From an optimization exercise on the open Yosys and OpenROAD flow, aimed at small area; shortcuts taken in it are not production practice.
RTL that was checked went through simulation tests only; none was proved equivalent to the original.
Power is estimated from default activity; no workload was simulated.

==> flow/design.v <==
module dc_router_top (clk, reset, instruction, offset, filesize, acc_done, fft_enable, fir_enable, data_bus_in, data_bus_out, fft_data_in, fir_data_in, fft_data_out, fir_data_out, to_fft_empty, to_fft_full, from_fft_empty, from_fft_full, to_fir_empty, to_fir_full, from_fir_empty, from_fir_full, fft_put_req, fft_get_req, fir_put_req, fir_get_req, ram_read_enable, ram_write_enable, addr);
input clk, reset, to_fft_full, to_fft_empty, from_fft_full, from_fft_empty, to_fir_full, to_fir_empty, from_fir_full, from_fir_empty;
input [31:0] instruction, offset, filesize;
input [31:0] fft_data_in, fir_data_in;
output acc_done, fft_enable, fir_enable, fft_put_req, fft_get_req, fir_put_req, fir_get_req, ram_read_enable, ram_write_enable;
output [31:0] addr;
output [31:0] fft_data_out, fir_data_out;
input [31:0] data_bus_in;
output [31:0] data_bus_out;
reg prev1, prev2;           
reg valid_reg, acc_done_reg;
reg sel_fir_q;              
reg [15:0] rcnt, wcnt;      
reg rdone, wdone;           
wire hi_zero = ~|instruction[31:2];
wire is1 = hi_zero & ~instruction[1] & instruction[0];
wire is2 = hi_zero & instruction[1] & ~instruction[0];
wire fft_read_done  = rdone & ~sel_fir_q;
wire fft_write_done = wdone & ~sel_fir_q;
wire fir_read_done  = rdone & sel_fir_q;
wire fir_write_done = wdone & sel_fir_q;
wire fft_finished = fft_read_done & fft_write_done;
wire fir_finished = fir_read_done & fir_write_done;
wire finished = rdone & wdone;
wire changed = (is1 & ~prev1) | (is2 & ~prev2);
wire valid = changed | (valid_reg & ~finished);
assign fft_enable = ~reset & is1 & valid & ~fft_finished;
assign fir_enable = ~reset & is2 & valid & ~fir_finished;
assign acc_done = ~reset & (finished | (acc_done_reg & ~(valid & (is1 | is2))));
reg fft_to, fft_from, fir_to, fir_from;
always @(*)
begin
	case ({to_fft_empty, to_fft_full, from_fft_empty, from_fft_full})
	4'b0000: {fft_to, fft_from} = 2'b01;
	4'b0001: {fft_to, fft_from} = 2'b01;
	4'b0010: {fft_to, fft_from} = 2'b10;
	4'b0100: {fft_to, fft_from} = 2'b01;
	4'b0101: {fft_to, fft_from} = 2'b01;
	4'b1000: {fft_to, fft_from} = 2'b10;
	4'b1001: {fft_to, fft_from} = 2'b01;
	4'b1010: {fft_to, fft_from} = 2'b10;
	default: {fft_to, fft_from} = 2'b00;
	endcase
	case ({to_fir_empty, to_fir_full, from_fir_empty, from_fir_full})
	4'b0000: {fir_to, fir_from} = 2'b01;
	4'b0001: {fir_to, fir_from} = 2'b01;
	4'b0010: {fir_to, fir_from} = 2'b10;
	4'b0100: {fir_to, fir_from} = 2'b01;
	4'b0101: {fir_to, fir_from} = 2'b01;
	4'b1000: {fir_to, fir_from} = 2'b10;
	4'b1001: {fir_to, fir_from} = 2'b01;
	4'b1010: {fir_to, fir_from} = 2'b10;
	default: {fir_to, fir_from} = 2'b00;
	endcase
end
wire data_to_fft   = fft_enable & fft_to;
wire data_from_fft = fft_enable & fft_from;
wire data_to_fir   = fir_enable & fir_to;
wire data_from_fir = fir_enable & fir_from;
assign fft_put_req = data_to_fft & ~fft_read_done & ~fft_write_done;
assign fft_get_req = data_from_fft & (fft_read_done | ~fft_write_done);
assign fir_put_req = data_to_fir & ~fir_read_done & ~fir_write_done & ~fft_write_done;
assign fir_get_req = data_from_fir & (fir_read_done | (~fir_write_done & ~fft_write_done));
assign ram_read_enable = fft_put_req | fir_put_req;
assign ram_write_enable = fft_get_req | fir_get_req;
assign fft_data_out = data_to_fft ? data_bus_in : 32'b0;
assign fir_data_out = data_to_fir ? data_bus_in : 32'b0;
assign data_bus_out = data_from_fft ? fft_data_in : (data_from_fir ? fir_data_in : 32'b0);
wire enabled = fft_enable | fir_enable;
wire go_read = data_to_fft | data_to_fir;
wire go_write = data_from_fft | data_from_fir;
wire go = go_read | go_write;
wire same = is1 ^ sel_fir_q;
wire dir_read = sel_fir_q ? fir_to : fft_to;
wire [15:0] sel_cnt = dir_read ? rcnt : wcnt;
wire [15:0] target = filesize[15:0] - {15'b0, is1};
wire target_zero = ~|target;
wire req = same ? (rcnt == target) : target_zero;
wire weq = same ? (wcnt == target) : target_zero;
wire [15:0] inc = same ? sel_cnt + 16'd1 : 16'd1;
wire inc_r = go_read & ~req;
wire inc_w = go_write & ~weq;
wire keep_r = enabled & same & ~inc_r;
wire keep_w = enabled & same & ~inc_w;
wire [16:0] sum_lo = {1'b0, offset[15:0]} + {1'b0, sel_cnt};
wire carry = same & sum_lo[16];
wire [15:0] hi_inc = offset[31:16] + 16'd1;
wire [15:0] sum_hi = carry ? hi_inc : offset[31:16];
assign addr = go ? {sum_hi, same ? sum_lo[15:0] : offset[15:0]} : 32'b0;
always @(posedge clk)
begin
	prev1 <= is1;
	prev2 <= is2;
	valid_reg <= ~reset & valid;
	acc_done_reg <= acc_done;
	sel_fir_q <= fir_enable;
	rdone <= enabled & req;
	wdone <= enabled & weq;
	rcnt <= ({16{inc_r}} & inc) | ({16{keep_r}} & rcnt);
	wcnt <= ({16{inc_w}} & inc) | ({16{keep_w}} & wcnt);
end
endmodule
==> flow/config.mk <==
export PLATFORM = sky130hd
export DESIGN_NAME = dc_router_top
export DESIGN_NICKNAME = dc_router_top
export VERILOG_FILES = /design/flow/design.v
export SDC_FILE = /design/flow/constraint.sdc
export NUM_CORES = 4
export LEC_CHECK = 0
export ABC_AREA = 1
export CAP_MARGIN = 20
export CORE_MARGIN = 2
export CORE_UTILIZATION = 40
export CTS_BUF_LIST = sky130_fd_sc_hd__clkbuf_8
export CTS_CLUSTER_DIAMETER = 200
export CTS_CLUSTER_SIZE = 40
export SLEW_MARGIN = 20
==> flow/constraint.sdc <==
create_clock -name core_clock -period 10.0 [get_ports {clk}]
set_input_delay 2.0000 -clock core_clock [delete_from_list [all_inputs] [get_ports {clk}]]
set_output_delay 2.0000 -clock core_clock [all_outputs]
set_load 0.01 [all_outputs]
standard.sh (not shown) runs the stock make flow with config.mk's settings and CLKGATE_MAP_FILE= SYNTH_SCRIPT=/design/flow/synth_recipe.tcl, a recipe that flattens the netlist after the stock synthesis.
==> flow/flow/run.sh <==
#!/bin/bash
# Standard synthesis; then the combinational logic re-mapped for area by ABC
# with a few scripts, keeping the smallest netlist whose pre-layout timing
# has some slack left (flip-flops untouched); then the standard layout with
# the smallest buffer on the ports. Each tool run logs to a file of its own.
set -euo pipefail
HERE=$(pwd)
PLAT=$FLOW_HOME/platforms/$FLOW_PLATFORM
RES=$HERE/orfs/results/$FLOW_PLATFORM/dc_router_top/base
YOSYS=$FLOW_HOME/../tools/install/yosys/bin/yosys
export LIB=$PLAT/lib/sky130_fd_sc_hd__tt_025C_1v80.lib
export TECH_LEF=$PLAT/lef/sky130_fd_sc_hd.tlef
export SC_LEF=$PLAT/lef/sky130_fd_sc_hd_merged.lef
export TOP=$FLOW_TOP
export SDC=$HERE/constraint.sdc
export DONT_USE=$(awk '/^export DONT_USE_CELLS/{f=1} f{print} f && !/\\$/{f=0}' $PLAT/config.mk | sed 's/export DONT_USE_CELLS *+\?= *//' | tr -d '\\' | tr '\n' ' ')
MARGIN=0.1

bash standard.sh synth > synth.log 2>&1
cp $RES/1_2_yosys.v $HERE/std_synth.v

mkdir -p $HERE/resynth
best=""; best_area=""; best_slack=""
for s in $HERE/flow/abc_*.script; do
  n=$(basename $s .script)
  IN_V=$HERE/std_synth.v OUT_V=$HERE/resynth/$n.v ABC_SCRIPT=$s STAT=$HERE/resynth/$n.stat \
    $YOSYS -c $HERE/flow/resynth.tcl > $HERE/resynth_$n.log 2>&1 || continue
  NET=$HERE/resynth/$n.v openroad -no_init -exit $HERE/flow/sta.tcl > $HERE/sta_$n.log 2>&1 || continue
  area=$(sed -n 's/.*Chip area for module .*: *//p' $HERE/resynth/$n.stat | head -1)
  slack=$(sed -n 's/^SLACK *//p' $HERE/sta_$n.log | tail -1)
  echo "$n area $area slack $slack" >> $HERE/resynth_choice.txt
  if [[ -z "$best" ]] || python3 -c "
import sys
a,s,ba,bs,m=map(float,sys.argv[1:])
ok,bok=s>=m,bs>=m
sys.exit(0 if (ok and (not bok or a<ba)) or (not ok and not bok and s>bs) else 1)" "$area" "$slack" "$best_area" "$best_slack" "$MARGIN"; then
    best=$n; best_area=$area; best_slack=$slack
  fi
done
echo "chosen $best area $best_area slack $best_slack" >> $HERE/resynth_choice.txt
if [[ -n "$best" ]]; then
  cp $HERE/resynth/$best.v $RES/1_2_yosys.v
  rm -f $RES/1_synth.odb $RES/1_synth.sdc
fi
bash standard.sh "BUFFER_PORTS_ARGS=-buffer_cell sky130_fd_sc_hd__buf_1" \
  "CTS_ARGS=-sink_clustering_enable -repair_clock_nets -dont_use_dummy_load -buf_list sky130_fd_sc_hd__clkbuf_8 -sink_clustering_size 40 -sink_clustering_max_diameter 200" \
  finish > finish.log 2>&1
Other scripts of this flow, unchanged in this note and not shown: flow/flow/abc_a3.script, flow/flow/abc_c1.script, flow/flow/abc_c4.script, flow/flow/abc_c5.script, flow/flow/abc_c6.script, flow/flow/abc_c7.script, flow/flow/abc_f1.script, flow/flow/abc_f3.script, flow/flow/abc_f4.script, flow/flow/abc_f5.script, flow/flow/resynth.tcl, flow/flow/sta.tcl
Rerun with:
--- a/flow/design.v
+++ b/flow/design.v
@@ -85,6 +85,16 @@
 wire [16:0] sum_lo = {1'b0, offset[15:0]} + {1'b0, sel_cnt};
 wire carry = same & sum_lo[16];
-wire [15:0] hi_inc = offset[31:16] + 16'd1;
-wire [15:0] sum_hi = carry ? hi_inc : offset[31:16];
+wire [15:0] prop;
+genvar i;
+generate
+	for (i = 0; i < 16; i = i + 1) begin : g_prop
+		if (i == 0) begin : g0
+			assign prop[i] = carry;
+		end else begin : gi
+			assign prop[i] = carry & (&offset[15+i:16]);
+		end
+	end
+endgenerate
+wire [15:0] sum_hi = offset[31:16] ^ prop;
 assign addr = go ? {sum_hi, same ? sum_lo[15:0] : offset[15:0]} : 32'b0;
 always @(posedge clk)
Result: Routed wire length goes up by 4.9%; final area falls by 0.36%; sequential power barely changes; core utilization rises by 1.7 points; clock-buffer cell count does not change; clock skew hardly moves; cell count shrinks by 0.90%.
No functional check of the RTL was part of the first run of this note.

==> static timing again, ports no longer ideal <==
In the flow no input, the clock included, has a driving cell. The finished layouts below were timed again as built, in two steps. Step 1 (the two cells are an assumption about what drives the block):
set clk [get_ports {clk}]
set_driving_cell -lib_cell sky130_fd_sc_hd__clkbuf_16 $clk
set_driving_cell -lib_cell sky130_fd_sc_hd__buf_2 [delete_from_list [all_inputs] $clk]
Step 2 adds t to the input delays and takes it off the output delays; t is the mean of the earliest and latest rising clock arrival at the registers after step 1. Input paths then give back, and output paths get back, about the clock's delay inside the block. Slacks: ideal ports / drivers / drivers and shift; pairs: ideal ports / drivers.
run	shift t [ns]	slack for setup (ns)	worst setup path after step 2	cell pins on the clock port's net
the first run	0.322	0.470 / 0.406 / 0.406	input to output	1
the second run	0.320	0.550 / 0.517 / 0.517	input to output	1
After both steps setup and hold are still met in every run listed. For the first run, which loses most, drivers alone change the setup slack by -0.064 ns; drivers and shift together by -0.064 ns.
